This design comes from an exercise in tuning for a short achievable clock period and few clock cycles on the open sky130 flow, not from production work.
Only simulation tests tie the RTL to the original design; equivalence was not proved.
No run shown here takes its clock network from TritonCTS; it comes from the design's own scripts or RTL.
No driver is modelled on the clock port, so clock power and skew are understated where the tree is cut down; a real chip needs a root buffer or a tree.
Power and IR drop assume default switching activity.

**flow/run.sh**
```bash
#!/bin/bash
# Own layout flow:
#  1. the standard synthesis, unchanged;
#  2. ORFS floorplan and placement;
#  3. our own clock tree (flow/mycts.tcl: the clock port drives four
#     buffers, then two more buffer levels reach the flip-flops, each level
#     balanced by recursive bisection of the clock pins), then ORFS's usual
#     timing repair, aimed well below the 11.5 ns constraint (the SDC is not
#     changed, only how hard repair_timing works);
#  4. ORFS global and detailed routing and finishing.
# Each tool's output goes to a log_*.txt file here.
set -euo pipefail
MARGIN=8.3
TNS=10
W=$(pwd)
KNOBS=(SETUP_SLACK_MARGIN=$MARGIN TNS_END_PERCENT=$TNS
       "BUFFER_PORTS_ARGS=-buffer_cell sky130_fd_sc_hd__buf_4"
       POST_GLOBAL_ROUTE_TCL=$W/flow/post_grt.tcl)
RES=$W/orfs/results/$FLOW_PLATFORM/top/base
bash standard.sh synth > log_synth.txt 2>&1
bash standard.sh "${KNOBS[@]}" place > log_place.txt 2>&1
PLATFORM_DIR=$FLOW_HOME/platforms/$FLOW_PLATFORM
RESULTS_DIR=$RES LIB_FILE=$PLATFORM_DIR/lib/sky130_fd_sc_hd__tt_025C_1v80.lib \
  PLATFORM_DIR=$PLATFORM_DIR FLOWDIR=$W/flow \
  CTS_FANOUTS="4 6" SETUP_MARGIN=$MARGIN TNS_PCT=$TNS REPAIR_STEPS="7.0 7.3 7.5 7.7 7.8 7.9 8.0" \
  openroad -no_init -threads ${NUM_CORES:-8} -exit flow/cts_step.tcl > log_cts.txt 2>&1
case "${OWNFLOW_STOP:-}" in
  cts) exit 0 ;;
  grt) bash standard.sh "${KNOBS[@]}" grt > log_finish.txt 2>&1; exit 0 ;;
esac
bash standard.sh "${KNOBS[@]}" finish > log_finish.txt 2>&1
```
**flow/cts_step.tcl**
```tcl
# Clock tree step of the own flow, in place of ORFS's cts.tcl: the same
# inputs (3_place.odb, 3_place.sdc) and outputs (4_1_cts.odb, 4_cts.sdc),
# with the clock tree built by mycts.tcl instead of TritonCTS, then ORFS's
# usual timing repair and legalisation.
set res $::env(RESULTS_DIR)
read_liberty $::env(LIB_FILE)
read_db $res/3_place.odb
read_sdc $res/3_place.sdc
source $::env(PLATFORM_DIR)/setRC.tcl
set_dont_use {sky130_fd_sc_hd__probe_p_8 sky130_fd_sc_hd__probec_p_8 sky130_fd_sc_hd__lpflow_*}

source $::env(FLOWDIR)/mycts.tcl
build_clock_tree 4 $::env(CTS_FANOUTS) sky130_fd_sc_hd__clkbuf_16
set_propagated_clock [all_clocks]

set_placement_padding -global -left 0 -right 0
detailed_placement
estimate_parasitics -placement
report_clock_latency
# repair in steps towards the final margin, each step fixing every endpoint
# that misses it, so that no path is left far behind the worst one
# (repair_timing stops at the first endpoint it cannot improve, and a
# second call often gets further, so each step runs twice)
foreach m $::env(REPAIR_STEPS) {
  for {set k 0} {$k < 2} {incr k} {
    repair_timing -setup -setup_margin $m -repair_tns 100 -match_cell_footprint -verbose
    report_worst_slack -max
  }
}
repair_timing -setup_margin $::env(SETUP_MARGIN) -hold_margin 0 \
  -repair_tns $::env(TNS_PCT) -match_cell_footprint -verbose
detailed_placement
check_placement -verbose
estimate_parasitics -placement
report_clock_latency
report_worst_slack -max
report_worst_slack -min
write_db $res/4_1_cts.odb
write_sdc -no_timestamp $res/4_cts.sdc
```
**flow/mycts.tcl**
```tcl
proc bisect {pts n} {
  if {$n <= 1} { return [list $pts] }
  set xs [lmap p $pts {lindex $p 1}]
  set ys [lmap p $pts {lindex $p 2}]
  set dx [expr {[tcl::mathfunc::max {*}$xs] - [tcl::mathfunc::min {*}$xs]}]
  set dy [expr {[tcl::mathfunc::max {*}$ys] - [tcl::mathfunc::min {*}$ys]}]
  set idx [expr {$dx >= $dy ? 1 : 2}]
  set s [lsort -integer -index $idx $pts]
  set n1 [expr {$n / 2}]
  set n2 [expr {$n - $n1}]
  set h [expr {([llength $s] * $n1) / $n}]
  set a [lrange $s 0 [expr {$h - 1}]]
  set b [lrange $s $h end]
  return [concat [bisect $a $n1] [bisect $b $n2]]
}
proc centroid {pts} {
  set sx 0; set sy 0
  foreach p $pts { set sx [expr {$sx + [lindex $p 1]}]; set sy [expr {$sy + [lindex $p 2]}] }
  set n [llength $pts]
  return [list [expr {round($sx / $n)}] [expr {round($sy / $n)}]]
}
# build the subtree for pts; fanouts: list of branching factors from this
# level down; returns {iterm x y} of the buffer input that drives the subtree
proc mycts_sub {block master pts fanouts} {
  global mycts_n
  set groups [bisect $pts [lindex $fanouts 0]]
  set rest [lrange $fanouts 1 end]
  set id [incr mycts_n]
  set net [odb::dbNet_create $block "clknet_my_$id"]
  $net setSigType CLOCK
  set kids {}
  foreach g $groups {
    if {[llength $rest] == 0} {
      # g is a cluster of sinks: one leaf buffer drives it
      set lid [incr mycts_n]
      set lnet [odb::dbNet_create $block "clknet_my_$lid"]
      $lnet setSigType CLOCK
      foreach p $g {
        set it [lindex $p 0]
        $it disconnect
        $it connect $lnet
      }
      set c [centroid $g]
      set li [odb::dbInst_create $block $master "clkbuf_my_$lid"]
      $li setLocation [lindex $c 0] [lindex $c 1]
      $li setPlacementStatus PLACED
      [$li findITerm X] connect $lnet
      lappend kids [list [$li findITerm A] {*}$c]
    } else {
      lappend kids [mycts_sub $block $master $g $rest]
    }
  }
  foreach k $kids { [lindex $k 0] connect $net }
  set c [centroid $kids]
  set bi [odb::dbInst_create $block $master "clkbuf_my_$id"]
  $bi setLocation [lindex $c 0] [lindex $c 1]
  $bi setPlacementStatus PLACED
  [$bi findITerm X] connect $net
  return [list [$bi findITerm A] {*}$c]
}
# nroot buffers on the clock port; fanouts: branching factors below them
proc build_clock_tree {nroot fanouts bufname} {
  global mycts_n
  set mycts_n 0
  set db [ord::get_db]
  set block [[$db getChip] getBlock]
  set master [$db findMaster $bufname]
  set clk [$block findNet clk]
  set pts {}
  foreach it [$clk getITerms] {
    set bb [[$it getInst] getBBox]
    lappend pts [list $it [expr {([$bb xMin] + [$bb xMax]) / 2}] [expr {([$bb yMin] + [$bb yMax]) / 2}]]
  }
  puts "mycts: [llength $pts] sinks, $nroot roots, fanouts $fanouts"
  foreach reg [bisect $pts $nroot] {
    if {[llength $fanouts] == 0} { error "need at least one level below the roots" }
    set r [mycts_sub $block $master $reg $fanouts]
    [lindex $r 0] connect $clk
  }
  puts "mycts: created $mycts_n buffers and nets"
}
```
**flow/post_grt.tcl**
```tcl
# Run by ORFS's global_route.tcl at its end (POST_GLOBAL_ROUTE_TCL): more
# timing repair passes on global-route parasitics, in steps towards the
# final margin, then legalise and re-route the changed nets incrementally.
global_route -start_incremental
foreach m {7.6 7.8 7.9 8.0 8.1} {
  for {set k 0} {$k < 2} {incr k} {
    repair_timing -setup -setup_margin $m -repair_tns 100 -match_cell_footprint -verbose
  }
}
repair_timing -hold -hold_margin 0 -match_cell_footprint -verbose
detailed_placement
global_route -end_incremental
# diodes with a margin on the antenna ratio now, so that the detailed
# router's result rarely needs another antenna repair and re-route
repair_antennas -iterations 5 -ratio_margin 20
check_placement -verbose
estimate_parasitics -global_routing
report_worst_slack -max
report_worst_slack -min
```
**standard.sh**
```bash
#!/bin/bash
# synth_recipe.tcl (not shown) runs the flow's synth.tcl, then flattens the netlist and writes it again
# the make line also repeats each setting of config.mk as NAME=value (left out here)
make -C /OpenROAD-flow-scripts/flow DESIGN_CONFIG=/design/flow/config.mk WORK_HOME=/design/flow/orfs CLKGATE_MAP_FILE= SYNTH_SCRIPT=/design/flow/synth_recipe.tcl "${@:-finish}"
```
**config.mk**
```make
export PLATFORM = sky130hd
export DESIGN_NAME = top
export DESIGN_NICKNAME = top
export VERILOG_FILES = /design/flow/design.v
export SDC_FILE = /design/flow/constraint.sdc
export NUM_CORES = 8
export LEC_CHECK = 0
export CAP_MARGIN = 20
export CORE_MARGIN = 2
export CORE_UTILIZATION = 50
export SLEW_MARGIN = 20
```
**constraint.sdc**
```tcl
create_clock -name core_clock -period 11.5 [get_ports {clk}]
set_input_delay 2.3000 -clock core_clock [delete_from_list [all_inputs] [get_ports {clk}]]
set_output_delay 2.3000 -clock core_clock [all_outputs]
set_load 0.01 [all_outputs]
```
**design.v**
```verilog
module top ( clk,
             rst,
             IM_Address,
             Instruction,
             DM_Address,
             DM_enable,
             DM_Write_Data,
             DM_Read_Data);
	input  clk, rst;
	output [15:0] IM_Address;
	input  [31:0] Instruction;
	output [15:0] DM_Address;
	output DM_enable;
	output [31:0] DM_Write_Data;
	input  [31:0] DM_Read_Data;
	integer i, q;
	function [32:0] ks_add;
		input [31:0] x;
		input [31:0] y;
		input        cin;
		reg [31:0] p, g, pp, gg;
		integer k, d;
		begin
			p = x ^ y;
			g = x & y;
			g[0] = g[0] | (p[0] & cin);
			pp = p;
			gg = g;
			for (d = 1; d < 32; d = d * 2) begin
				for (k = 31; k >= d; k = k - 1) begin
					gg[k] = gg[k] | (pp[k] & gg[k-d]);
					pp[k] = pp[k] & pp[k-d];
				end
			end
			ks_add = {gg[31], p ^ {gg[30:0], cin}};
		end
	endfunction
	reg [17:0] pc;           
	reg [15:0] pco;          
	reg        dv;           
	reg        stall_r;      
	reg        dfa, dfb;     
	reg        dla, dlb;     
	reg [31:0] dins;         
	reg [17:0] dpc4;         
	reg [17:0] dlink;        
	reg [15:0] dimm;
	reg [4:0]  dsh;
	reg [31:1] rssel;        
	reg [31:1] rtsel;        
	reg        d_imm;
	reg        d_same, d_rs0, d_rt0;    
	reg        d_inv;        
	reg        d_add, d_sub, d_and, d_or, d_xor, d_nor, d_slt, d_sll, d_srl, d_link;
	reg        d_beq, d_bne, d_jr, d_ret, d_j;
	reg        d_load, d_lh, d_store, d_sh;
	reg        dpt;          
	reg [17:0] dptgt;        
	reg        dhit;         
	reg [2:0]  dhidx;        
	reg        xv;
	reg [31:0] P, G;         
	reg        cin;          
	reg [17:0] A;            
	reg [31:0] B;            
	reg [17:0] xpc4, xlink, xbrt;
	reg [2:0]  xsh;          
	reg [31:1] xwsel;
	reg        c_add, c_sub, c_and, c_or, c_xor, c_nor, c_slt, c_sll, c_srl, c_link;
	reg        c_beq, c_bne, c_jr, c_ret, c_j;
	reg        c_load, c_lh;
	reg        xpt;
	reg [17:0] xptgt;
	reg        xdres;        
	reg        xtk;          
	reg        xhit;
	reg [2:0]  xhidx;
	reg [15:0] dma;
	reg        dme;
	reg [31:0] dmw;
	reg [31:0] rf [1:31];
	reg        u_tk, u_ret, u_hit;
	reg [2:0]  u_hidx;
	reg [17:0] u_tag, u_tgt;
	assign IM_Address    = pco;
	assign DM_Address    = dma;
	assign DM_enable     = dme;
	assign DM_Write_Data = dmw;
	reg [31:0] pp, gg;
	integer k, d;
	always @(*) begin
		pp = P;
		gg = G;
		gg[0] = G[0] | (P[0] & cin);
		for (d = 1; d < 32; d = d * 2) begin
			for (k = 31; k >= d; k = k - 1) begin
				gg[k] = gg[k] | (pp[k] & gg[k-d]);
				pp[k] = pp[k] & pp[k-d];
			end
		end
	end
	wire [32:0] cy  = {gg, cin};              
	wire        ltu = ~cy[32];                
	wire        c_arith = c_add | c_sub;
	wire [31:0] oth =
		({32{c_and}}  & G) |
		({32{c_or}}   & (P | G)) |
		({32{c_xor}}  & P) |
		({32{c_nor}}  & ~(P | G)) |
		({32{c_sll}}  & (B << xsh)) |
		({32{c_srl}}  & (B >> xsh)) |
		({32{c_link}} & {14'd0, xlink});
	wire [31:0] x0  = c_arith ? P : oth;
	wire [31:0] x1  = c_arith ? ~P : oth;
	reg  [31:0] alu;
	always @(*) begin
		for (k = 0; k < 32; k = k + 1)
			alu[k] = cy[k] ? x1[k] : x0[k];
		if (c_slt)
			alu[0] = ltu;
	end
	wire [31:0] ld  = c_lh ? {{16{DM_Read_Data[15]}}, DM_Read_Data[15:0]} : DM_Read_Data;
	wire        eq       = ~|P;               
	wire        c_br     = c_beq | c_bne;
	wire        br_tk    = (c_beq & eq) | (c_bne & ~eq);
	wire        taken    = xdres ? xtk : (br_tk | c_jr);
	wire        mispred  = ~xdres & (c_br ? (br_tk != xpt) :
	                                 c_jr ? (~xpt | (xptgt != A[17:0])) :
	                                 (xpt & ~c_j));
	wire        redir    = xv & mispred;
	wire [17:0] redir_pc = c_jr ? A[17:0] : ((c_br & ~xpt) ? xbrt : xpc4);
	wire stall = stall_r & dv;
	reg [31:0] ra, rb;
	always @(*) begin
		ra = 32'd0;
		rb = 32'd0;
		for (i = 1; i < 32; i = i + 1) begin
			ra = ra | ({32{rssel[i]}} & rf[i]);
			rb = rb | ({32{rtsel[i]}} & rf[i]);
		end
	end
	wire [31:0] va   = dla ? ld : (dfa ? alu : ra);
	wire [31:0] vb   = dlb ? ld : (dfb ? alu : rb);
	wire [31:0] dse  = {{16{dimm[15]}}, dimm};
	wire [32:0] ea33 = ks_add(ra, dse, 1'b0);
	wire [17:0] dbrt = dpc4 + {dimm, 2'b00};
	wire [31:0] y0  = x0;
	wire [31:0] y1  = {x1[31:1], c_slt | x1[0]};
	wire [31:0] ysel = {cy[31:1], c_slt ? ltu : cy[0]};
	wire [31:0] va0 = dla ? ld : (dfa ? y0 : ra);
	wire [31:0] va1 = dla ? ld : (dfa ? y1 : ra);
	wire [31:0] vb0 = dlb ? ld : (dfb ? y0 : rb);
	wire [31:0] vb1 = dlb ? ld : (dfb ? y1 : rb);
	wire [31:0] bx0 = (d_imm ? dse : vb0) ^ {32{d_inv}};
	wire [31:0] bx1 = (d_imm ? dse : vb1) ^ {32{d_inv}};
	wire [31:0] pn0 = va0 ^ bx0, pn1 = va1 ^ bx1;
	wire [31:0] gn0 = va0 & bx0, gn1 = va1 & bx1;
	wire d_br    = d_beq | d_bne;
	wire x_arith = c_add | c_sub;
	wire [31:0] zk = {G[30:0] | P[30:0], cin};
	wire xz      = ~|(P ^ zk);                       
	wire g0      = ~|G;
	wire d_ss    = d_br & d_same;
	wire d_zc    = d_br & x_arith & ((dfa & d_rt0) | (dfb & d_rs0));
	wire d_jz    = d_jr & dfa & c_add & g0;
	wire d_res   = d_ss | d_zc | d_jz;
	wire d_tk    = d_ss ? d_beq : (d_zc ? (d_beq ~^ xz) : 1'b1);
	wire d_mis   = d_res & (d_jr ? (~dpt | (dptgt != P[17:0])) : (d_tk != dpt));
	wire d_bpred = d_br & ~d_res & ~dpt & dimm[15];
	wire dredir  = dv & ~redir & (d_mis | d_bpred);
	wire [17:0] dredir_pc = d_jr ? P[17:0] : (~dpt ? dbrt : dpc4);
	wire [31:0] fi  = stall ? dins : Instruction;
	wire [5:0]  fop = fi[31:26];
	wire [4:0]  frs = fi[25:21];
	wire [4:0]  frt = fi[20:16];
	wire [4:0]  frd = fi[15:11];
	wire [5:0]  ffn = fi[5:0];
	wire fr     = (fop == 6'h00);
	wire f_add  = fr & (ffn == 6'h20);
	wire f_sub  = fr & (ffn == 6'h22);
	wire f_and  = fr & (ffn == 6'h24);
	wire f_or   = fr & (ffn == 6'h25);
	wire f_xor  = fr & (ffn == 6'h26);
	wire f_nor  = fr & (ffn == 6'h27);
	wire f_slt  = fr & (ffn == 6'h2A);
	wire f_sll  = fr & (ffn == 6'h00);
	wire f_srl  = fr & (ffn == 6'h02);
	wire f_jr   = fr & (ffn == 6'h08);
	wire f_jalr = fr & (ffn == 6'h09);
	wire f_addi = (fop == 6'h08);
	wire f_andi = (fop == 6'h0C);
	wire f_slti = (fop == 6'h0A);
	wire f_beq  = (fop == 6'h04);
	wire f_bne  = (fop == 6'h05);
	wire f_lw   = (fop == 6'h23);
	wire f_lh   = (fop == 6'h21);
	wire f_sw   = (fop == 6'h2B);
	wire f_sh   = (fop == 6'h29);
	wire f_jj   = (fop == 6'h02);
	wire f_jal  = (fop == 6'h03);
	wire f_ralu  = f_add | f_sub | f_and | f_or | f_xor | f_nor | f_slt | f_sll | f_srl;
	wire f_imm   = f_addi | f_andi | f_slti;
	wire f_load  = f_lw | f_lh;
	wire f_store = f_sw | f_sh;
	wire f_link  = f_jal | f_jalr;
	wire f_jump  = f_jj | f_jal;
	reg [31:1] f_rssel, f_rtsel;
	always @(*) begin
		for (i = 1; i < 32; i = i + 1) begin
			f_rssel[i] = (frs == i);
			f_rtsel[i] = (frt == i);
		end
	end
	wire [5:0] dop = dins[31:26];
	wire [5:0] dfn = dins[5:0];
	wire       dr  = (dop == 6'h00);
	wire       dlk = (dop == 6'h03) | (dr & (dfn == 6'h09));
	wire       dwv = (dr & ((dfn == 6'h20) | (dfn == 6'h22) | (dfn == 6'h24) | (dfn == 6'h25) |
	                        (dfn == 6'h26) | (dfn == 6'h27) | (dfn == 6'h2A) | (dfn == 6'h00) |
	                        (dfn == 6'h02))) |
	                 (dop == 6'h08) | (dop == 6'h0C) | (dop == 6'h0A) |
	                 (dop == 6'h23) | (dop == 6'h21) | dlk;
	wire [4:0] dwa = dlk ? 5'd31 : (dr ? dins[15:11] : dins[20:16]);
	wire       dwr = dwv & (dwa != 5'd0);
	wire        f_ra = dv & dwr & (frs == dwa);
	wire        f_rb = dv & dwr & (frt == dwa);
	wire        f_stall = f_ra & (f_load | f_store);
	localparam NB = 8;
	wire [2:0]   widx;
	reg [NB-1:0] bv;
	reg [17:0]   btag [0:NB-1];
	reg [17:0]   btgt [0:NB-1];
	reg [NB-1:0] bret;
	reg [2:0]    bptr;
	reg [17:0]   ras;
	reg          rasv;
	reg          hit;
	reg  [2:0]   hidx;
	reg  [17:0]  htgt;
	reg          hret;
	wire         uhit = u_tk & (u_tag == pc);
	always @(*) begin
		hit = 1'b0; hidx = 3'd0; htgt = 18'd0; hret = 1'b0;
		for (i = 0; i < NB; i = i + 1)
			if (bv[i] && btag[i] == pc) begin
				hit  = 1'b1;
				hidx = i;
				htgt = btgt[i];
				hret = bret[i];
			end
		if (uhit) begin
			hit  = 1'b1;
			hidx = widx;
			htgt = u_tgt;
			hret = u_ret;
		end
	end
	wire [17:0] ptgt  = (hret & rasv) ? ras : htgt;
	wire [17:0] pc4_f = pc + 18'd4;
	wire [17:0] pc8_f = pc + 18'd8;
	wire        j_in = (Instruction[31:27] == 5'b00001);
	wire        r_in = (Instruction[31:26] == 6'd0) & (Instruction[5:0] == 6'h08) &
	                   (Instruction[25:21] == 5'd31) & rasv;
	wire        l_in = (Instruction[31:26] == 6'h03) |
	                   ((Instruction[31:26] == 6'd0) & (Instruction[5:0] == 6'h09));
	reg  [17:0] pc_base;
	always @(*) begin
		if (redir)
			pc_base = redir_pc;
		else if (stall)
			pc_base = pc;
		else if (dredir)
			pc_base = dredir_pc;
		else if (hit)
			pc_base = ptgt;
		else
			pc_base = pc4_f;
	end
	wire        pc_j    = j_in & ~redir & ~stall & ~dredir;
	wire        pc_r    = r_in & ~redir & ~stall & ~dredir;
	wire [17:0] pc_next = pc_j ? {Instruction[15:0], 2'b00} : (pc_r ? ras : pc_base);
	always @(posedge clk)
		pc <= rst ? 18'd0 : pc_next;
	always @(posedge clk or posedge rst) begin
		if (rst)
			pco <= 16'd0;
		else
			pco <= pc_next[17:2];
	end
	wire d_go = dv & ~stall & ~redir;
	wire f_go = ~stall & ~redir & ~dredir;
	always @(posedge clk or posedge rst) begin
		if (rst) begin
			dv      <= 1'b0;
			stall_r <= 1'b0;
			xv      <= 1'b0;
			dfa     <= 1'b0;
			dfb     <= 1'b0;
			dla     <= 1'b0;
			dlb     <= 1'b0;
		end else begin
			xv      <= d_go;
			dv      <= f_go | (stall & ~redir);
			stall_r <= f_go & f_stall;
			dfa     <= f_go & f_ra & ~d_load;
			dfb     <= f_go & f_rb & ~d_load;
			dla     <= f_go & f_ra & d_load;
			dlb     <= f_go & f_rb & d_load;
		end
	end
	always @(posedge clk) begin
		dins     <= fi;
		dimm     <= fi[15:0];
		dsh      <= fi[10:6];
		rssel    <= f_rssel;
		rtsel    <= f_rtsel;
		d_imm    <= f_imm;
		d_same   <= (frs == frt);
		d_rs0    <= (frs == 5'd0);
		d_rt0    <= (frt == 5'd0);
		d_inv    <= f_sub | f_slt | f_slti;
		d_add    <= f_add | f_addi;
		d_sub    <= f_sub;
		d_and    <= f_and | f_andi;
		d_or     <= f_or;
		d_xor    <= f_xor;
		d_nor    <= f_nor;
		d_slt    <= f_slt | f_slti;
		d_sll    <= f_sll;
		d_srl    <= f_srl;
		d_link   <= f_link;
		d_beq    <= f_beq;
		d_bne    <= f_bne;
		d_jr     <= f_jr | f_jalr;
		d_ret    <= f_jr & (frs == 5'd31);
		d_j      <= f_jump;
		d_load   <= f_load;
		d_lh     <= f_lh;
		d_store  <= f_store;
		d_sh     <= f_sh;
	end
	always @(posedge clk) begin
		if (!stall) begin
			dpc4     <= pc4_f;
			dlink    <= pc8_f;
			dpt      <= hit | r_in;
			dptgt    <= hit ? ptgt : ras;    
			dhit     <= hit;
			dhidx    <= hidx;
		end
	end
	always @(posedge clk) begin
		for (q = 0; q < 32; q = q + 1) begin
			P[q] <= ysel[q] ? pn1[q] : pn0[q];
			G[q] <= ysel[q] ? gn1[q] : gn0[q];
		end
		cin   <= d_inv;
		A     <= va[17:0];
		B     <= d_sll ? (vb << {dsh[4:3], 3'b000}) :
		         d_srl ? (vb >> {dsh[4:3], 3'b000}) : 32'd0;
		xpc4  <= dpc4;
		xlink <= dlink;
		xbrt  <= dbrt;
		xsh   <= dsh[2:0];
		for (i = 1; i < 32; i = i + 1)
			xwsel[i] <= dwr & (dwa == i);    
		c_add <= d_add;
		c_sub <= d_sub;
		c_and <= d_and;
		c_or  <= d_or;
		c_xor <= d_xor;
		c_nor <= d_nor;
		c_slt <= d_slt;
		c_sll <= d_sll;
		c_srl <= d_srl;
		c_link <= d_link;
		c_beq <= d_beq;
		c_bne <= d_bne;
		c_jr  <= d_jr;
		c_ret <= d_ret;
		c_j   <= d_j;
		c_load <= d_load;
		c_lh  <= d_lh;
		xpt   <= dpt | d_bpred;
		xdres <= d_res;
		xtk   <= d_tk;
		xptgt <= dptgt;
		xhit  <= dhit;
		xhidx <= dhidx;
		dma   <= ea33[17:2];
		dmw   <= d_sh ? {{16{vb[15]}}, vb[15:0]} : vb;
		dme   <= d_go & d_store;
	end
	always @(posedge clk or posedge rst) begin
		if (rst) begin
			u_tk   <= 1'b0;
			u_ret  <= 1'b0;
		end else begin
			u_tk   <= xv & taken;
			u_ret  <= xv & c_ret;
		end
	end
	always @(posedge clk) begin
		u_hit     <= xhit;
		u_hidx    <= xhidx;
		u_tag     <= xpc4 - 18'd4;
		u_tgt     <= c_jr ? A[17:0] : xbrt;
	end
	assign widx = u_hit ? u_hidx : bptr;
	always @(posedge clk or posedge rst) begin
		if (rst) begin
			bv   <= {NB{1'b0}};
			bptr <= 3'd0;
			rasv <= 1'b0;
		end else begin
			if (u_tk) begin
				bv[widx] <= 1'b1;
				if (!u_hit)
					bptr <= bptr + 3'd1;
			end
			if (~stall & l_in)
				rasv <= 1'b1;
		end
	end
	always @(posedge clk) begin
		if (u_tk) begin
			btag[widx] <= u_tag;
			btgt[widx] <= u_tgt;
			bret[widx] <= u_ret;
		end
		if (~stall & l_in)
			ras <= pc8_f;
	end
	always @(posedge clk or posedge rst) begin
		if (rst) begin
			for (i = 1; i < 32; i = i + 1)
				rf[i] <= 32'd0;
		end else begin
			for (i = 1; i < 32; i = i + 1)
				if (xv && xwsel[i] && !c_load)
					rf[i] <= alu;
				else if (xv && xwsel[i])
					rf[i] <= ld;
		end
	end
endmodule
```
==> run notes, run 1 <==
* Post-synth top area cell: dfrtp_1
* Period Utilization, post-route at 0.330
* Total power at 17.2 mW
* # fillers at roughly 15000
* Pwr/cell area at around 160 nW/um2
* Sw Share at 0.346
* Starting Density at 0.503
* Ys flop type: dfrtp_1
* Clock share of power at 0.238
* Core Area at roughly 180000 um2
* Post-Route WL at 463 mm
* Post-synth cell types at about 120
* Remaining DRCs at 0
* Yosys reg bits at 1866
* Status: no timing/DRC/antenna violations
* Reg power frac at 0.505
* Max-capacitance violation count at 0
* Vias per inst at ~7.3
* Crit-path max FO at 25
* Fin. Hold Viols at 0
* Synthesis-to-finish area growth at 20.6%
* Psw at about 5.9 mW
* GRT Util Overall at 0.475
* Critical Path RT at between 10 and 15 ns
* Full die area at about 180000 um2
* First drt pass iteration count at 12
* Worst slew margin at 0.0130
* Setup crit start kind: flip-flop
* Area share of the leading cell type in the synthesized netlist at 0.284
* Achievable Freq at between 200 and 300 MHz
* First-pass GRT wire length at around 630 mm
* Leak Pwr at 44.9 nW
* Synth top area cells: dfrtp_1, edfxtp_1, dfxtp_1, o21ai_0, nand2_1
* Pins Over Slew Limit at 0
* Initial antenna violation count at 37
* Crit. End Element: flip-flop
* Count leader, synth: nand2_1
* Pint at 11.2 mW
* Clock Skew at about 0.12 ns
* Synthesized area at around 91000 um2
* Worst-Margin Slew at 1.48 ns
* Worst path arrival time at roughly 4.3 ns
* VDD IR max at about 0.13 mV
* Top Ports at between 100 and 150
* Rows at between 150 and 200
* Syn_nets at 9585
* Post-synthesis cell count at ~9400
* RD Place Congestion at roughly 0.99
* Vias in the first global route at 80700
* Layout cell share with drive strength beyond 1 at 0.220
* Die Ht at 430 um
* Async set-or-reset flop fraction in the synthesized netlist at 0.551
* Grt ovf at 0
* Mean Syn Cell Area at roughly 9.6 um2
* Input/output buffers at between 100 and 150
* Setup_tns at 0 ns
* Worst setup margin at 7.71 ns
* Place WS at 6.31 ns
* Final ANT Viol Nets at 0
* DP HPWL at 267 mm
* YS warnings at 2
* Commonest cells in the synthesized netlist: nand2_1, o21ai_0, dfrtp_1, clkbuf_1, nor2_1
* Worst hold slack at about 0.32 ns
* Gate power share at 0.256
* Via Count at 88000
* Final net count at about 9900
* WL/cell at 38.3 um
* Hold Crit Class: flip-flop to flip-flop
* Clock latency on the worst-skew pair at 0.65 ns
* Die W at between 400 and 500 um
* DRT iter0 DRCs at approximately 16000
* Largest net degree at the start of global routing at between 150 and 200
* Number of synthesized flops with an enable pin at 381
* Final setup violation count at 0
* Crit path time final at roughly 3.8 ns
* Worst-path clk slew at 0.08 ns
* Setup CP Type: flip-flop to flip-flop
* Register area share after synthesis at 0.511
[cell type report]
type                       instances  area [um2]  share of cell area
timing repair buffer             908       10000              0.0917
inverter                         128         534             0.00488
multi-input combinational       6677       46200               0.422
sequential                      1866       46700               0.427
buffer                           116        2900              0.0265
tap                             2370        2970              0.0271
antenna                           32        80.1            0.000732
[final timing paths]
path	start	to	slack [ns]	cells past startpoint
setup reg to reg	rssel[29]	dma[14]	7.71	16
hold / removal	d_and	c_and	0.32	0
max in group asynchronous	rst	rf[26][31]	8.27	5
hold reg to reg	d_and	c_and	0.32	0
min in group asynchronous	rst	pco[1]	1.83	3
setup / recovery	rssel[29]	dma[14]	7.71	16
[power by group through the flow]
stage                     registers (mW)  clock network, mW  logic [mW]
after global placement              8.71                  0        3.09
after detailed placement            8.72                  0        3.15
after floorplan                     8.11                  0        2.26
final                               8.67               4.09        4.40
[state kept, by name, summed over array words and instances, names as in the netlist, 18 cells and up]
name	count
btgt	144
dlink	18
A	18
u_tgt	18
rssel	31
B	32
btag	144
pc	18
u_tag	18
P	32
dmw	32
xbrt	18
rf	992
rtsel	31
xwsel	31
ras	18
G	32
xptgt	18
dptgt	18
[cells in the final DEF, fill, tap and decap left out, types with 75 or more instances in the layout]
master / n
a22oi_1: 456
nand3_1: 196
a21oi_1: 304
dfxtp_4: 81
buf_12: 122
buf_6: 117
dfxtp_1: 313
nand4_1: 193
o21ai_2: 89
buf_4: 588
mux2i_1: 110
xnor2_1: 222
inv_1: 111
a22o_1: 297
xor2_1: 131
nor2_1: 433
mux2_2: 124
a221oi_1: 279
nor3_1: 75
dfrtp_1: 1021
clkbuf_16: 129
nand2_1: 1361
o21ai_0: 1032
edfxtp_1: 381
ha_1: 90
[critical path, stage by stage, from the launching register on]
cell      delay, ns
dfxtp_2        0.50
buf_12         0.31
a22oi_1        0.17
nand3_1        0.09
or4_4          0.65
ha_4           0.22
a21o_1         0.17
a21o_1         0.18
a21oi_2        0.17
nor2b_2        0.07
or2_4          0.23
a2111o_1       0.33
nand2_2        0.11
o21ai_4        0.09
o21a_1         0.18
nor2_1         0.11
xnor2_1        0.13
[stage by stage]
step	instance area, um2	utilization	std cells
after floorplan	90700	-	9415
after global placement	94000	0.521	11400
after detailed placement	94000	0.521	11400
final	109000	0.606	12100
[metal layers]
| layer | vias to the layer above | GRT usage | share of wire |
|---|---|---|---|
| li1 | 35100 | - | - |
| met1 | 42500 | 0.602 | 0.35 |
| met4 | 34 | 0.351 | 0.11 |
| met3 | 2498 | 0.182 | 0.15 |
| met2 | 7867 | 0.656 | 0.39 |
| met5 | - | 0 | 0.00081 |
[cell families after synthesis]
group | share of synthesized area
buffers and inverters | 0.0390
multiplexers | 0.0373
AND/OR/NAND/NOR | 0.134
XOR/XNOR | 0.0362
adder cells (fa/ha/maj) | 0.0144
AO/OA/AOI/OAI | 0.229
flip-flops | 0.511
Testbench counts, summed over its fixed seeds: cycles 30,044.
==> run 2, diff against run 1 <==
--- a/design.v
+++ b/design.v
@@ -49,2 +49,3 @@
 	reg [31:1] rssel;        
+	reg [31:1] rmsel;        
 	reg [31:1] rtsel;        
@@ -144,3 +145,9 @@
 	wire [31:0] dse  = {{16{dimm[15]}}, dimm};
-	wire [32:0] ea33 = ks_add(ra, dse, 1'b0);
+	reg [17:0] rm;
+	always @(*) begin
+		rm = 18'd0;
+		for (i = 1; i < 32; i = i + 1)
+			rm = rm | ({18{rmsel[i]}} & rf[i][17:0]);
+	end
+	wire [32:0] ea33 = ks_add({14'd0, rm}, dse, 1'b0);
 	wire [17:0] dbrt = dpc4 + {dimm, 2'b00};
@@ -315,2 +322,3 @@
 		rssel    <= f_rssel;
+		rmsel    <= f_rssel & {31{f_load | f_store}};
 		rtsel    <= f_rtsel;
==> run 2 against run 1 <==
Sequential share of layout area grew 0.51 points. Setup slack got worse by 0.30 ns. Cell count is 3.3% higher. Hold slack better by 0.0060 ns. Clock skew decreased by 0.014 ns. Global-route usage grew 4.1 points. Combinational power shrank 13%. Via count grew 7.0%. Final area is 0.12% higher. Total power fell by 1.8%. Register-to-register slack lost 0.30 ns. Critical path type unchanged. Highest routed layer unchanged.
==> run notes, run 2 <==
* Via Count at around 94000
* Leak Pwr at about 44 nW
* Async set-or-reset flop fraction in the synthesized netlist at 0.542
* Mean Syn Cell Area at between 9 and 10 um2
* Layout cell share with drive strength beyond 1 at 0.187
* Final setup violation count at 0
* Input/output buffers at 130
* Clock latency on the worst-skew pair at around 0.63 ns
* Most frequent cells in the layout: nand2_1, o21ai_0, dfrtp_1, a22oi_1, nor2_1
* Period Utilization, post-route at 0.356
* Status: no timing/DRC/antenna violations
* CP startpoint: rmsel[22]
* Setup CP Type: flip-flop to flip-flop
* Pins Over Slew Limit at 0
* Crit. End Element: flip-flop
* Final net count at 10100
* Top Registers: rf: 992 flops, btag: 144 flops, btgt: 144 flops
* Post-synthesis cell count at about 9900
* Critical Path RT at approximately 12 ns
* Worst r2r dst: dma[15]
* Worst-path clk slew at approximately 0.1 ns
* Fin. Hold Viols at 0
* Placed cell count at 12000
* Fin util at 0.585
* Finished Layout Cells at roughly 12000
* Worst path arrival time at around 4.6 ns
* Vias in the first global route at approximately 85000
* Area share of the leading cell type in the synthesized netlist at 0.274
* Top Ports at between 100 and 150
* DP HPWL at roughly 300 mm
* DRT iter0 DRCs at 18500
* Critical Path Sink: dma[15]
* First-pass GRT wire length at approximately 690 mm
* Number of synthesized flops with an enable pin at about 380
* Reg with most FFs: rf
* RD Place Congestion at between 1 and 1.5
* Grt ovf at 0
* Post-synth top area cell: dfrtp_1
* Worst hold slack at between 0.3 and 0.4 ns
* Full die area at around 190000 um2
* Syn_nets at between 10000 and 15000
* Synthesis-to-finish area growth at 16.7%
* Yosys reg bits at around 1900
* Ys flop type: dfrtp_1
* Die W at roughly 440 um
* Remaining DRCs at 0
* YS warnings at 2
* Crit path time final at between 4 and 5 ns
* Commonest cells in the synthesized netlist: nand2_1, o21ai_0, dfrtp_1, clkbuf_1, a22oi_1
* Rows at between 150 and 200
* Synth top area cells: dfrtp_1, edfxtp_1, dfxtp_1, o21ai_0, nand2_1
* Post-synth cell types at 96
* Die Ht at roughly 440 um
* GRT Util Overall at 0.516
* Worst-Margin Slew at around 1.3 ns
* Largest net degree at the start of global routing at 89
* Clock Skew at roughly 0.10 ns
* Core Area at between 150000 and 200000 um2
* Commonest non-fill, non-tap cell in the layout: nand2_1
* WL/cell at 41.1 um
* First drt pass iteration count at 23
* Pwr/cell area at about 150 nW/um2
* Hold Crit Class: flip-flop to flip-flop
* VDD IR max at between 0.15 and 0.2 mV
* Count leader, synth: nand2_1
* Synthesized area at roughly 94000 um2
* Setup crit start kind: flip-flop
* Vias per inst at 7.54
* R2R Path Start: rmsel[22]
* Initial antenna violation count at 58
* Worst slew margin at 0.160
* Starting Density at 0.501
* Final ANT Viol Nets at 0
* Achievable Freq at between 200 and 250 MHz
* Reg2Reg Setup Slack at roughly 7.4 ns
* Crit-path max FO at 5
* Max FFs per register at 992
* Post-Route WL at slightly above 500 mm
* Register area share after synthesis at 0.500
* FF-to-FF path depth at 16
* Max-capacitance violation count at 0
[run 2: cell count changes after synthesis, sizes merged, moves of 37 or more]
| cell | delta |
|---|---|
| a21o | -40 |
| a22oi | +143 |
| clkbuf | +67 |
| nand2 | +78 |
| nand3 | +60 |
| xnor2 | -37 |
| xor2 | +40 |
[run 2: routing by layer]
layer / track usage / up-vias / wire length, um
met5: 0.0265 / - / 866
met4: 0.392 / 50 / 54800
li1: - / 36700 / -
met2: 0.672 / 9179 / 194000
met3: 0.251 / 2909 / 83200
met1: 0.645 / 45400 / 181000
[run 2: through the flow]
step           TNS [ns]  instance area [um2]  worst slack [ns]  power (mW)
2_1_floorplan  -5225.79                93900             -7.20        10.4
3_3_place_gp          0                97500              6.09        11.8
3_5_place_dp          0                97500              6.14        11.8
6_report              0               110000              7.41        16.8
[run 2: kinds of logic after synthesis]
family                   share of synthesized area
AO/OA/AOI/OAI                                0.241
XOR/XNOR                                    0.0350
adder cells (fa/ha/maj)                     0.0139
buffers and inverters                       0.0386
flip-flops                                   0.500
multiplexers                                0.0349
AND/OR/NAND/NOR                              0.137
[run 2: power breakdown]
part           leakage [nW]  switching [mW]  internal (mW)
logic                  25.2            2.28           1.57
clock network          1.43            2.31           1.81
registers              17.6            1.26           7.61
total                  44.2            5.85           11.0
[run 2: layout make-up]
| type | count | area (um2) |
|---|---|---|
| timing repair inverter | 2 | 12.5 |
| antenna | 56 | 140 |
| sequential | 1897 | 47300 |
| tap | 2495 | 3120 |
| multi-input combinational | 7090 | 47700 |
| timing repair buffer | 727 | 7870 |
| buffer | 116 | 2900 |
| fill | 16100 | 77700 |
| inverter | 111 | 454 |
[run 2: worst min-delay path by stage]
stage                   from         to  slack, ns  cells past startpoint
detailed placement     d_xor      c_xor       0.31                      0
floorplan              d_add      c_add       0.31                      0
finish              xhidx[1]  u_hidx[1]       0.33                      0
global placement         d_j        c_j       0.31                      0
[run 2: worst max-delay path, cell delays in order, from the launching register on]
cell	delay, ns
dfxtp_2	0.34
buf_12	0.15
buf_4	0.20
buf_12	0.17
a22oi_1	0.19
nand3_1	0.12
or4_4	0.52
ha_4	0.25
nor2b_4	0.13
a311oi_4	0.20
buf_6	0.17
a21oi_4	0.06
nand2b_4	0.14
a221o_1	0.35
a221o_2	0.49
and4_1	0.19
or3_1	0.30
Testbench counts of run 2, summed over its fixed seeds: cycles 30,044.
==> run 3, diff against run 2 <==
--- a/design.v
+++ b/design.v
@@ -15,3 +15,3 @@
 	input  [31:0] DM_Read_Data;
-	integer i, q;
+	integer i;
 	function [32:0] ks_add;
@@ -49,3 +49,2 @@
 	reg [31:1] rssel;        
-	reg [31:1] rmsel;        
 	reg [31:1] rtsel;        
@@ -54,5 +53,2 @@
 	reg        d_inv;        
-	reg        d_add, d_sub, d_and, d_or, d_xor, d_nor, d_slt, d_sll, d_srl, d_link;
-	reg        d_beq, d_bne, d_jr, d_ret, d_j;
-	reg        d_load, d_lh, d_store, d_sh;
 	reg        dpt;          
@@ -85,2 +81,24 @@
 	reg [17:0] u_tag, u_tgt;
+	wire [5:0] dop = dins[31:26];
+	wire [5:0] dfn = dins[5:0];
+	wire       dr  = (dop == 6'h00);
+	wire d_add   = (dr & (dfn == 6'h20)) | (dop == 6'h08);
+	wire d_sub   = dr & (dfn == 6'h22);
+	wire d_and   = (dr & (dfn == 6'h24)) | (dop == 6'h0C);
+	wire d_or    = dr & (dfn == 6'h25);
+	wire d_xor   = dr & (dfn == 6'h26);
+	wire d_nor   = dr & (dfn == 6'h27);
+	wire d_slt   = (dr & (dfn == 6'h2A)) | (dop == 6'h0A);
+	wire d_sll   = dr & (dfn == 6'h00);
+	wire d_srl   = dr & (dfn == 6'h02);
+	wire d_jr    = dr & ((dfn == 6'h08) | (dfn == 6'h09));
+	wire d_link  = (dop == 6'h03) | (dr & (dfn == 6'h09));
+	wire d_ret   = dr & (dfn == 6'h08) & (dins[25:21] == 5'd31);
+	wire d_beq   = (dop == 6'h04);
+	wire d_bne   = (dop == 6'h05);
+	wire d_j     = (dop == 6'h02) | (dop == 6'h03);
+	wire d_load  = (dop == 6'h23) | (dop == 6'h21);
+	wire d_lh    = (dop == 6'h21);
+	wire d_store = (dop == 6'h2B) | (dop == 6'h29);
+	wire d_sh    = (dop == 6'h29);
 	assign IM_Address    = pco;
@@ -145,21 +163,5 @@
 	wire [31:0] dse  = {{16{dimm[15]}}, dimm};
-	reg [17:0] rm;
-	always @(*) begin
-		rm = 18'd0;
-		for (i = 1; i < 32; i = i + 1)
-			rm = rm | ({18{rmsel[i]}} & rf[i][17:0]);
-	end
-	wire [32:0] ea33 = ks_add({14'd0, rm}, dse, 1'b0);
+	wire [31:0] bx   = (d_imm ? dse : vb) ^ {32{d_inv}};
+	wire [32:0] ea33 = ks_add(ra, dse, 1'b0);
 	wire [17:0] dbrt = dpc4 + {dimm, 2'b00};
-	wire [31:0] y0  = x0;
-	wire [31:0] y1  = {x1[31:1], c_slt | x1[0]};
-	wire [31:0] ysel = {cy[31:1], c_slt ? ltu : cy[0]};
-	wire [31:0] va0 = dla ? ld : (dfa ? y0 : ra);
-	wire [31:0] va1 = dla ? ld : (dfa ? y1 : ra);
-	wire [31:0] vb0 = dlb ? ld : (dfb ? y0 : rb);
-	wire [31:0] vb1 = dlb ? ld : (dfb ? y1 : rb);
-	wire [31:0] bx0 = (d_imm ? dse : vb0) ^ {32{d_inv}};
-	wire [31:0] bx1 = (d_imm ? dse : vb1) ^ {32{d_inv}};
-	wire [31:0] pn0 = va0 ^ bx0, pn1 = va1 ^ bx1;
-	wire [31:0] gn0 = va0 & bx0, gn1 = va1 & bx1;
 	wire d_br    = d_beq | d_bne;
@@ -220,5 +222,2 @@
 	end
-	wire [5:0] dop = dins[31:26];
-	wire [5:0] dfn = dins[5:0];
-	wire       dr  = (dop == 6'h00);
 	wire       dlk = (dop == 6'h03) | (dr & (dfn == 6'h09));
@@ -288,10 +287,10 @@
 	wire [17:0] pc_next = pc_j ? {Instruction[15:0], 2'b00} : (pc_r ? ras : pc_base);
-	always @(posedge clk)
-		pc <= rst ? 18'd0 : pc_next;
 	always @(posedge clk or posedge rst) begin
 		if (rst)
-			pco <= 16'd0;
+			pc <= 18'd0;
 		else
-			pco <= pc_next[17:2];
+			pc <= pc_next;
 	end
+	always @(posedge clk)
+		pco <= rst ? 16'd0 : pc_next[17:2];
 	wire d_go = dv & ~stall & ~redir;
@@ -322,3 +321,2 @@
 		rssel    <= f_rssel;
-		rmsel    <= f_rssel & {31{f_load | f_store}};
 		rtsel    <= f_rtsel;
@@ -329,21 +327,2 @@
 		d_inv    <= f_sub | f_slt | f_slti;
-		d_add    <= f_add | f_addi;
-		d_sub    <= f_sub;
-		d_and    <= f_and | f_andi;
-		d_or     <= f_or;
-		d_xor    <= f_xor;
-		d_nor    <= f_nor;
-		d_slt    <= f_slt | f_slti;
-		d_sll    <= f_sll;
-		d_srl    <= f_srl;
-		d_link   <= f_link;
-		d_beq    <= f_beq;
-		d_bne    <= f_bne;
-		d_jr     <= f_jr | f_jalr;
-		d_ret    <= f_jr & (frs == 5'd31);
-		d_j      <= f_jump;
-		d_load   <= f_load;
-		d_lh     <= f_lh;
-		d_store  <= f_store;
-		d_sh     <= f_sh;
 	end
@@ -360,6 +339,4 @@
 	always @(posedge clk) begin
-		for (q = 0; q < 32; q = q + 1) begin
-			P[q] <= ysel[q] ? pn1[q] : pn0[q];
-			G[q] <= ysel[q] ? gn1[q] : gn0[q];
-		end
+		P     <= va ^ bx;
+		G     <= va & bx;
 		cin   <= d_inv;
@@ -428,3 +405,3 @@
 			end
-			if (~stall & l_in)
+			if (f_go & l_in)
 				rasv <= 1'b1;
@@ -438,3 +415,3 @@
 		end
-		if (~stall & l_in)
+		if (f_go & l_in)
 			ras <= pc8_f;
--- a/flow/post_grt.tcl
+++ b/flow/post_grt.tcl
@@ -3,3 +3,15 @@
 # final margin, then legalise and re-route the changed nets incrementally.
+proc scaled_rc { f } {
+  foreach {layer c r} {li1 1.499e-04 7.176e-02 met1 1.72375E-04 8.929e-04
+                       met2 1.36233E-04 8.929e-04 met3 2.14962E-04 1.567e-04
+                       met4 1.48128E-04 1.567e-04 met5 1.54087E-04 1.781e-05} {
+    set_layer_rc -layer $layer -capacitance [expr {$c * $f}] -resistance [expr {$r * $f}]
+  }
+  set_wire_rc -signal -layer met1
+  set_wire_rc -clock -layer met3
+}
 global_route -start_incremental
+scaled_rc 1.0
+estimate_parasitics -global_routing
+report_worst_slack -max
 foreach m {7.6 7.8 7.9 8.0 8.1} {
@@ -9,2 +21,5 @@
 }
+report_worst_slack -max
+scaled_rc 1.0
+estimate_parasitics -global_routing
 repair_timing -hold -hold_margin 0 -match_cell_footprint -verbose
@@ -12,6 +27,2 @@
 global_route -end_incremental
-# diodes with a margin on the antenna ratio now, so that the detailed
-# router's result rarely needs another antenna repair and re-route
-repair_antennas -iterations 5 -ratio_margin 20
-check_placement -verbose
 estimate_parasitics -global_routing
==> run 3 against run 2 <==
Still clean on timing, DRC and antenna. Sequential share of layout area rose by 1.7 points. Wire length fell by 13%. First-iteration DRC count is 18% lower. Critical endpoint is now dma[12]. Largest cell class is now registers.
==> run notes, run 3 <==
* Post-synth top area cell: dfrtp_1
* Post-synthesis cell count at approximately 9000
* Vias in the first global route at between 70000 and 80000
* DP HPWL at around 270 mm
* Mux contribution to synthesized area at 0.0331
* Fin util at 0.594
* Clock latency on the worst-skew pair at around 0.6 ns
* Most frequent cells in the layout: nand2_1, o21ai_0, dfrtp_1, buf_4, a22oi_1
* Synthesis-to-finish area growth at 18.3%
* Crit. End Element: flip-flop
* Final ANT Viol Nets at 0
* Rows at 153
* Post-Route WL at 446 mm
* Fin. Hold Viols at 0
* Status: no timing/DRC/antenna violations
* Core Area at ~170000 um2
* Critical Path RT at ~12 ns
* Starting Density at 0.502
* Synth Area in Compound Gates at 0.222
* Finished Layout Cells at approximately 11000
* First drt pass iteration count at 14
* Synth top area cells: dfrtp_1, edfxtp_1, dfxtp_1, o21ai_0, nand2_1
* Full die area at 178000 um2
* Register area share after synthesis at 0.527
* Synthesized area at about 87000 um2
* Number of synthesized flops with an enable pin at 381
* YS warnings at 2
* Worst-Margin Slew at 1.39 ns
* Final net count at 9237
* Setup CP Type: flip-flop to flip-flop
* Largest family of logic cells by synthesized area: compound AO/OA/AOI/OAI gates
* Pwr/cell area at about 180 nW/um2
* Clock Skew at about 0.063 ns
* Commonest non-fill, non-tap cell in the layout: nand2_1
* Mean Syn Cell Area at ~9.8 um2
* Achievable Freq at around 260 MHz
* Top Registers: rf: 992 flops, btag: 144 flops, btgt: 144 flops
* Yosys reg bits at about 1800
* Synth Area in Adders at 0.0104
* Via Count at about 83000
* Post-Synth XOR/XNOR Area at 0.0343
* Grt ovf at 0
* Ys flop type: dfrtp_1
* Commonest cells in the synthesized netlist: nand2_1, o21ai_0, dfrtp_1, clkbuf_1, a22oi_1
* GRT Util Overall at 0.479
* Vias per inst at 7.28
* Reg with most FFs: rf
* Leak Pwr at ~42 nW
* Die W at around 420 um
* Syn_nets at 9020
* Worst slew margin at 0.0681
* Max-capacitance violation count at 0
* Setup_tns at 0 ns
* Placed cell count at between 10000 and 15000
* Input/output buffers at between 100 and 150
* Layout cell share with drive strength beyond 1 at 0.201
* WL/cell at a little under 40 um
* Synth Area in Simple Gates at 0.135
* Post-synth cell types at about 110
* Worst path arrival time at 4.30 ns
* Largest net degree at the start of global routing at 77
* Remaining DRCs at 0
* Pins Over Slew Limit at 0
* Area share of the leading cell type in the synthesized netlist at 0.296
* Die Ht at 422 um
* Period Utilization, post-route at 0.334
* Initial antenna violation count at 44
* Async set-or-reset flop fraction in the synthesized netlist at 0.558
* Total power at between 15 and 20 mW
* DRT iter0 DRCs at between 15000 and 20000
* RD Place Congestion at approximately 1
* Max FFs per register at between 900 and 1000
* Crit-path max FO at 20
* Final setup violation count at 0
* Worst-path clk slew at around 0.080 ns
* Crit path time final at between 3 and 4 ns
* Top Ports at 131
* First-pass GRT wire length at 605 mm
* Setup crit start kind: flip-flop
* VDD IR max at 0.118 mV
* Count leader, synth: nand2_1
* Hold Crit Class: flip-flop to flip-flop
run 3: worst paths after layout:
| check | from | endpoint | slack [ns] | cells past startpoint |
|---|---|---|---|---|
| max | rssel[27] | dma[12] | 7.66 | 14 |
| min | xhit | u_hit | 0.33 | 0 |
| max reg2reg | rssel[27] | dma[12] | 7.66 | 14 |
| min reg2reg | xhit | u_hit | 0.33 | 0 |
| max in group asynchronous | rst | rf[28][15] | 8.16 | 4 |
| min in group asynchronous | rst | pc[9] | 1.93 | 2 |
run 3: kinds of logic after synthesis:
logic type               after synthesis
AO/OA/AOI/OAI                       2926
XOR/XNOR                             342
adder cells (fa/ha/maj)               72
buffers and inverters                848
flip-flops                          1847
multiplexers                         243
AND/OR/NAND/NOR                     2604
run 3: cell type report:
class / count / area (um2)
Antenna cell: 31 / 77.6
Buffer: 116 / 2900
Fill cell: 14800 / 70400
Inverter: 113 / 454
Multi-Input combinational cell: 6196 / 42100
Sequential cell: 1847 / 46300
Tap cell: 2325 / 2910
Timing Repair Buffer: 824 / 8400
Timing Repair inverter: 1 / 7.51
run 3: per-layer routing:
metal / vias to the layer above / share of wire / global-route usage / wire length, um
met5: - / 0.0016 / 0.00511 / 726
met3: 2406 / 0.15 / 0.201 / 68200
li1: 33100 / - / - / -
met4: 46 / 0.10 / 0.361 / 45100
met2: 7591 / 0.40 / 0.669 / 179000
met1: 40200 / 0.34 / 0.585 / 153000
run 3: worst max-delay path: stages, from the launching register on:
cell	delay [ns]
dfxtp_2	0.32
buf_4	0.27
buf_8	0.30
a221oi_1	0.34
nand3_1	0.12
or4_4	0.59
ha_2	0.25
nor4_4	0.16
nand4_1	0.22
a41oi_4	0.32
o211ai_1	0.13
a31oi_2	0.28
buf_4	0.17
buf_4	0.12
xnor2_2	0.12
run 3: report_power, final:
part           switching, mW  leakage [nW]  internal, mW  total, mW
clock network           2.25          1.43          1.81       4.06
logic                   3.13          23.6          1.96       5.09
registers               1.34          17.0          7.75       9.09
run 3: through the flow:
step                cell area [um2]  setup slack (ns)  hold slack [ns]
finish                       103000              7.66            0.332
global placement              90500              6.27            0.310
floorplan                     87200              5.71            0.310
detailed placement            90600              6.27            0.314
Testbench counts of run 3, summed over its fixed seeds: cycles 30,044.
==> run 4, diff against run 3 <==
--- a/design.v
+++ b/design.v
@@ -74,3 +74,5 @@
 	reg [2:0]  xhidx;
-	reg [15:0] dma;
+	reg [7:0]  dma;          
+	reg [7:0]  dmu0, dmu1;   
+	reg        dmc;          
 	reg        dme;
@@ -104,3 +106,3 @@
 	assign IM_Address    = pco;
-	assign DM_Address    = dma;
+	assign DM_Address    = {dmc ? dmu1 : dmu0, dma};
 	assign DM_enable     = dme;
@@ -164,3 +166,5 @@
 	wire [31:0] bx   = (d_imm ? dse : vb) ^ {32{d_inv}};
-	wire [32:0] ea33 = ks_add(ra, dse, 1'b0);
+	wire [32:0] ea_l = ks_add({22'd0, ra[9:0]}, {22'd0, dse[9:0]}, 1'b0);
+	wire [32:0] ea_0 = ks_add({24'd0, ra[17:10]}, {24'd0, dse[17:10]}, 1'b0);
+	wire [32:0] ea_1 = ks_add({24'd0, ra[17:10]}, {24'd0, dse[17:10]}, 1'b1);
 	wire [17:0] dbrt = dpc4 + {dimm, 2'b00};
@@ -374,3 +378,6 @@
 		xhidx <= dhidx;
-		dma   <= ea33[17:2];
+		dma   <= ea_l[9:2];
+		dmc   <= ea_l[10];
+		dmu0  <= ea_0[7:0];
+		dmu1  <= ea_1[7:0];
 		dmw   <= d_sh ? {{16{vb[15]}}, vb[15:0]} : vb;
==> run 4 against run 3 <==
Still clean on timing, DRC and antenna. Wire length up 2.6%. Die area up 0.71%. Register-to-register slack better by 0.17 ns. Cell count up 1.1%. Setup slack worse by 0.0039 ns. Critical path type is now flip-flop to output port. Largest cell class unchanged. Largest power group unchanged.
==> run notes, run 4 <==
* RD Place Congestion at between 1 and 1.5
* Worst path arrival time at between 1.5 and 2 ns
* Vias in the first global route at 77000
* Largest net degree at the start of global routing at 81
* Reg with most FFs: rf
* Top Ports at around 130
* Input/output buffers at 130
* Achievable Freq at between 200 and 300 MHz
* Post-synthesis cell count at approximately 8900
* Via Count at roughly 85000
* Max FFs per register at 992
* Async set-or-reset flop fraction in the synthesized netlist at 0.555
* Final net count at roughly 9400
* Synthesized area at approximately 90000 um2
* Worst path cell trace: mux2_4 -> buf_6
* Crit. End Element: output port
* Full die area at 179000 um2
* Register area at ~46000 um2
* Initial antenna violation count at 41
* Starting Density at 0.504
* Fin. Hold Viols at 0
* Commonest non-fill, non-tap cell in the layout: nand2_1
* Most frequent cells in the layout: nand2_1, o21ai_0, dfrtp_1, buf_4, a22oi_1
* Setup_tns at 0 ns
* Crit-path max FO at 8
* WL/cell at roughly 39 um
* Ys flop type: dfrtp_1
* Rows at 153
* Period Utilization, post-route at 0.334
* Yosys reg bits at 1856
* Final setup violation count at 0
* Pwr/cell area at 175 nW/um2
* GRT Util Overall at 0.480
* Max-capacitance violation count at 0
* Final ANT Viol Nets at 0
* Total power at about 19 mW
* First-pass GRT wire length at 610 mm
* Grt ovf at 0
* Crit-path slowest cell: dfxtp_4
* Worst slew margin at 0.127
* Register area share after synthesis at 0.525
* Count leader, synth: nand2_1
* Mean Syn Cell Area at between 9 and 10 um2
* Synth top area cells: dfrtp_1, edfxtp_1, dfxtp_1, o21ai_0, nand2_1
* Reg2Reg Setup Slack at 7.83 ns
* Crit path time final at 3.84 ns
* YS warnings at 2
* Area share of the leading cell type in the synthesized netlist at 0.294
* CP max stage delay at between 0.4 and 0.5 ns
* Critical Path RT at ~9 ns
* Synthesis-to-finish area growth at 20.7%
* Setup CP Type: flip-flop to output port
* VDD IR max at around 0.17 mV
* Multi-input combinational cell area at ~43000 um2
* Status: no timing/DRC/antenna violations
* Top Registers: rf: 992 flops, btag: 144 flops, btgt: 144 flops
* DRT iter0 DRCs at 16300
* Vias per inst at around 7.4
* Die W at between 400 and 500 um
* Number of synthesized flops with an enable pin at about 380
* Core Area at around 170000 um2
* First drt pass iteration count at 14
* DP HPWL at 265 mm
* Commonest cells in the synthesized netlist: nand2_1, o21ai_0, dfrtp_1, clkbuf_1, a22oi_1
* Pins Over Slew Limit at 0
* Leak Pwr at 43.4 nW
* Clock Skew at approximately 0.094 ns
* Worst-path clk slew at 0.09 ns
* Worst hold slack at 0.317 ns
* Remaining DRCs at 0
* Hold Crit Class: flip-flop to flip-flop
* Setup crit start kind: flip-flop
* # fillers at 14400
* Clock latency on the worst-skew pair at approximately 0.63 ns
* Post-synth top area cell: dfrtp_1
* Die Ht at 423 um
* Syn_nets at 9047
* Layout cell share with drive strength beyond 1 at 0.211
* Post-Route WL at 457 mm
* Post-synth cell types at about 100
* Worst-Margin Slew at 1.31 ns
-- run 4: cell type report --
cell class                      instances  share of cell area
Antenna cell                           40            0.000944
Multi-Input combinational cell       6190               0.405
Tap cell                             2325              0.0274
Sequential cell                      1856               0.439
Timing Repair Buffer                  912              0.0952
Buffer                                116              0.0274
Inverter                              135             0.00502
-- run 4: critical path, delay by kind of cell, from the launching register on --
kind                   cells  cell delay (ns)
buffers and inverters      1             0.13
DFF                        1             0.46
muxes                      1             0.36
-- run 4: where the power goes --
group | total, mW | internal [mW] | switching, mW
Sequential | 8.98 | 7.76 | 1.22
Combinational | 5.53 | 2.21 | 3.32
Clock | 4.07 | 1.81 | 2.26
-- run 4: worst paths after layout --
kind	start	to	cells after the start
worst max-delay path	dmc	DM_Address[13]	2
worst min-delay path	dlink[7]	xlink[7]	0
worst max register to register	P[9]	pc[7]	13
worst min register to register	dlink[7]	xlink[7]	0
max in group asynchronous	rst	rf[21][24]	5
min in group asynchronous	rst	pc[5]	3
-- run 4: metal layers --
metal	track usage	vias to the layer above	share of wire
met1	0.617	41200	0.35
li1	-	33600	-
met2	0.648	8022	0.39
met4	0.364	33	0.10
met5	0.00108	-	0.00084
met3	0.188	2431	0.16
-- run 4: through the flow --
step / cell area, um2 / worst slack [ns] / utilization / instances
after floorplan: 87800 / -6.22 / - / 8906
after global placement: 91200 / 5.47 / 0.524 / 10800
after detailed placement: 91300 / 5.92 / 0.524 / 10900
final: 106000 / 7.66 / 0.608 / 11600
-- run 4: kinds of logic after synthesis --
logic type               count (synthesis)  share of synthesized area
AO/OA/AOI/OAI                         3011                      0.229
AND/OR/NAND/NOR                       2535                      0.130
flip-flops                            1856                      0.525
buffers and inverters                  873                     0.0387
XOR/XNOR                               340                     0.0339
multiplexers                           216                     0.0321
adder cells (fa/ha/maj)                 75                     0.0109
Testbench counts of run 4, summed over its fixed seeds: cycles 30,044.
==> run 5, diff against run 4 <==
--- a/design.v
+++ b/design.v
@@ -74,5 +74,3 @@
 	reg [2:0]  xhidx;
-	reg [7:0]  dma;          
-	reg [7:0]  dmu0, dmu1;   
-	reg        dmc;          
+	reg [15:0] dma;
 	reg        dme;
@@ -80,5 +78,5 @@
 	reg [31:0] rf [1:31];
-	reg        u_tk, u_ret, u_hit;
+	reg        u_tk, u_link, u_ret, u_hit;
 	reg [2:0]  u_hidx;
-	reg [17:0] u_tag, u_tgt;
+	reg [17:0] u_tag, u_tgt, u_link_pc;
 	wire [5:0] dop = dins[31:26];
@@ -106,3 +104,3 @@
 	assign IM_Address    = pco;
-	assign DM_Address    = {dmc ? dmu1 : dmu0, dma};
+	assign DM_Address    = dma;
 	assign DM_enable     = dme;
@@ -166,5 +164,3 @@
 	wire [31:0] bx   = (d_imm ? dse : vb) ^ {32{d_inv}};
-	wire [32:0] ea_l = ks_add({22'd0, ra[9:0]}, {22'd0, dse[9:0]}, 1'b0);
-	wire [32:0] ea_0 = ks_add({24'd0, ra[17:10]}, {24'd0, dse[17:10]}, 1'b0);
-	wire [32:0] ea_1 = ks_add({24'd0, ra[17:10]}, {24'd0, dse[17:10]}, 1'b1);
+	wire [32:0] ea33 = ks_add(ra, dse, 1'b0);
 	wire [17:0] dbrt = dpc4 + {dimm, 2'b00};
@@ -267,3 +263,5 @@
 	end
-	wire [17:0] ptgt  = (hret & rasv) ? ras : htgt;
+	wire [17:0] ras_e  = u_link ? u_link_pc : ras;
+	wire        rasv_e = u_link | (rasv & ~u_ret);
+	wire [17:0] ptgt  = (hret & rasv_e) ? ras_e : htgt;
 	wire [17:0] pc4_f = pc + 18'd4;
@@ -271,6 +269,2 @@
 	wire        j_in = (Instruction[31:27] == 5'b00001);
-	wire        r_in = (Instruction[31:26] == 6'd0) & (Instruction[5:0] == 6'h08) &
-	                   (Instruction[25:21] == 5'd31) & rasv;
-	wire        l_in = (Instruction[31:26] == 6'h03) |
-	                   ((Instruction[31:26] == 6'd0) & (Instruction[5:0] == 6'h09));
 	reg  [17:0] pc_base;
@@ -289,12 +283,11 @@
 	wire        pc_j    = j_in & ~redir & ~stall & ~dredir;
-	wire        pc_r    = r_in & ~redir & ~stall & ~dredir;
-	wire [17:0] pc_next = pc_j ? {Instruction[15:0], 2'b00} : (pc_r ? ras : pc_base);
+	wire [17:0] pc_next = pc_j ? {Instruction[15:0], 2'b00} : pc_base;
+	always @(posedge clk)
+		pc <= rst ? 18'd0 : pc_next;
 	always @(posedge clk or posedge rst) begin
 		if (rst)
-			pc <= 18'd0;
+			pco <= 16'd0;
 		else
-			pc <= pc_next;
+			pco <= pc_next[17:2];
 	end
-	always @(posedge clk)
-		pco <= rst ? 16'd0 : pc_next[17:2];
 	wire d_go = dv & ~stall & ~redir;
@@ -336,4 +329,4 @@
 			dlink    <= pc8_f;
-			dpt      <= hit | r_in;
-			dptgt    <= hit ? ptgt : ras;    
+			dpt      <= hit;
+			dptgt    <= ptgt;
 			dhit     <= hit;
@@ -378,6 +371,3 @@
 		xhidx <= dhidx;
-		dma   <= ea_l[9:2];
-		dmc   <= ea_l[10];
-		dmu0  <= ea_0[7:0];
-		dmu1  <= ea_1[7:0];
+		dma   <= ea33[17:2];
 		dmw   <= d_sh ? {{16{vb[15]}}, vb[15:0]} : vb;
@@ -388,2 +378,3 @@
 			u_tk   <= 1'b0;
+			u_link <= 1'b0;
 			u_ret  <= 1'b0;
@@ -391,2 +382,3 @@
 			u_tk   <= xv & taken;
+			u_link <= xv & c_link;
 			u_ret  <= xv & c_ret;
@@ -399,2 +391,3 @@
 		u_tgt     <= c_jr ? A[17:0] : xbrt;
+		u_link_pc <= xlink;
 	end
@@ -412,4 +405,6 @@
 			end
-			if (f_go & l_in)
+			if (u_link)
 				rasv <= 1'b1;
+			else if (u_ret)
+				rasv <= 1'b0;
 		end
@@ -422,4 +417,4 @@
 		end
-		if (f_go & l_in)
-			ras <= pc8_f;
+		if (u_link)
+			ras <= u_link_pc;
 	end
--- a/flow/post_grt.tcl
+++ b/flow/post_grt.tcl
@@ -3,2 +3,5 @@
 # final margin, then legalise and re-route the changed nets incrementally.
+# The setup passes see wire parasitics 15% above the platform's estimate,
+# as the routed layout's extracted parasitics come out higher than the
+# global-route estimate; hold is repaired on the platform's own estimate.
 proc scaled_rc { f } {
@@ -13,3 +16,3 @@
 global_route -start_incremental
-scaled_rc 1.0
+scaled_rc 1.15
 estimate_parasitics -global_routing
==> run 5 against run 4 <==
Critical path type is now flip-flop to flip-flop. Total power shrank 13%. Die area grew 1.4%. Sequential power shrank 6.3%. Still clean. Combinational power shrank 33%. Flip-flop and latch count grew 7. Via count grew 1.6%. Critical path depth grew 14. Core utilization grew 1.0 points. Global-route usage grew 1.6 points. Maximum frequency grew 3.2%. Clock power is essentially flat. Sequential share of layout area shrank 1.3 points.
==> run notes, run 5 <==
* Status: no timing/DRC/antenna violations
* Post-synth top area cell: dfrtp_1
* Remaining DRCs at 0
* Pwr/cell area at between 100 and 150 nW/um2
* Gate power share at 0.228
* Pint at ~11 mW
* # fillers at about 15000
* Worst slew margin at 0.168
* Rows at 154
* Worst path cell trace: buf_12 -> buf_16 -> a22o_1 -> a221oi_2 -> nand3_1 -> or4_4 -> ha_4 -> a21o_1 -> a2111o_1 -> o21ai_2 -> buf_6 -> o21a_4 -> o31ai_4 -> buf_4 -> buf_6 -> xor2_4
* Synthesized area at 89100 um2
* Die W at 426 um
* Top Registers: rf: 992 flops, btag: 144 flops, btgt: 144 flops
* Post-Synth XOR/XNOR Area at 0.0330
* VDD IR max at between 0.1 and 0.15 mV
* Achievable Freq at between 200 and 300 MHz
* Full die area at roughly 180000 um2
* Core Area at between 150000 and 200000 um2
* RD Place Congestion at between 1 and 1.5
* Place WS at roughly 6 ns
* Synth Area in Simple Gates at 0.128
* Period Utilization, post-route at 0.324
* Fin. Hold Viols at 0
* Clock Skew at 0.0930 ns
* Ys flop type: dfrtp_1
* Leak Pwr at about 44 nW
* Via Count at roughly 87000
* Setup crit start kind: flip-flop
* Async set-or-reset flop fraction in the synthesized netlist at 0.553
* Post-Route WL at approximately 470 mm
* Worst path arrival time at around 4.2 ns
* Crit. End Element: flip-flop
* Max FFs per register at 992
* Crit-path max FO at 4
* Reg power frac at 0.519
* Worst-Margin Slew at around 1.2 ns
* Multi-input combinational cell area at approximately 46000 um2
* Fin util at 0.619
* Clock latency on the worst-skew pair at 0.64 ns
* Post-synthesis cell count at between 9000 and 10000
* Setup CP Type: flip-flop to flip-flop
* Synthesis-to-finish area growth at 22.7%
* Critical Path RT at 11.93 ns
* Psw at roughly 5.5 mW
* Worst-path clk slew at approximately 0.080 ns
* YS warnings at 2
* Count leader, synth: nand2_1
* Starting Density at 0.504
* Die Ht at roughly 430 um
* DRT iter0 DRCs at between 15000 and 20000
* First drt pass iteration count at 12
* Largest family of logic cells by synthesized area: compound AO/OA/AOI/OAI gates
* Largest net degree at the start of global routing at 161
* Area share of the leading cell type in the synthesized netlist at 0.289
* Synth Area in Adders at 0.0102
* Yosys reg bits at 1863
* Commonest non-fill, non-tap cell in the layout: nand2_1
* Register area share after synthesis at 0.517
* CP Buf/Inv Count at 5
* Reg with most FFs: rf
* Clock share of power at 0.253
* Register area at between 40000 and 50000 um2
* Final setup violation count at 0
* Most frequent cells in the layout: nand2_1, o21ai_0, dfrtp_1, buf_4, a22oi_1
* Final ANT Viol Nets at 0
* Worst setup margin at roughly 7.8 ns
* Crit-path slowest cell: or4_4
* Vias per inst at approximately 7.4
* Crit path max-delay family: compound AO/OA/AOI/OAI gates
* Grt ovf at 0
* Post-synth cell types at 95
-- run 5: final timing paths --
check                           from         end  slack [ns]  cells past startpoint
setup / recovery           rssel[20]     dma[13]        7.78                     16
hold / removal              xhidx[1]   u_hidx[1]        0.33                      0
setup reg to reg           rssel[20]     dma[13]        7.78                     16
hold reg to reg             xhidx[1]   u_hidx[1]        0.33                      0
max in group asynchronous        rst  rf[31][21]        8.25                      5
min in group asynchronous        rst      pco[0]        2.08                      3
-- run 5: metal layers --
metal,GRT usage,wire [um]
met1,0.601,158000
met2,0.698,191000
met3,0.198,71900
met4,0.398,51600
met5,0.00926,475
-- run 5: logic make-up (layout without fill, tap and decap cells) --
kind of cell,after synthesis,in the layout
and+or+nand+nor,2520,2523
AOI/OAI and AO/OA,3085,3092
adders and majority gates,72,72
muxes,319,320
DFF,1863,1863
xor gates and xnor gates,335,335
other,0,30
buffers and inverters,904,1163
-- run 5: area by class of cell --
type,instances,share of cell area
antenna,30,0.000687
buffer,116,0.0266
timing repair buffer,920,0.0939
tap,2340,0.0268
multi-input combinational,6342,0.422
sequential,1863,0.426
inverter,125,0.00452
timing repair inverter,2,0.000114
-- run 5: power groups by stage --
| stage | Combinational, mW | Sequential [mW] | Clock [mW] |
|---|---|---|---|
| after floorplan | 1.66 | 7.99 | 0 |
| after global placement | 2.53 | 8.43 | 0 |
| after detailed placement | 2.55 | 8.45 | 0 |
| final | 3.70 | 8.41 | 4.10 |
-- run 5: through the flow --
| step | hold slack (ns) | cells | area, um2 |
|---|---|---|---|
| floorplan | 0.310 | 9098 | 89100 |
| global placement | 0.312 | 11000 | 92600 |
| detailed placement | 0.318 | 11000 | 92600 |
| finish | 0.330 | 11700 | 109000 |
Testbench counts of run 5, summed over its fixed seeds: cycles 30,396.
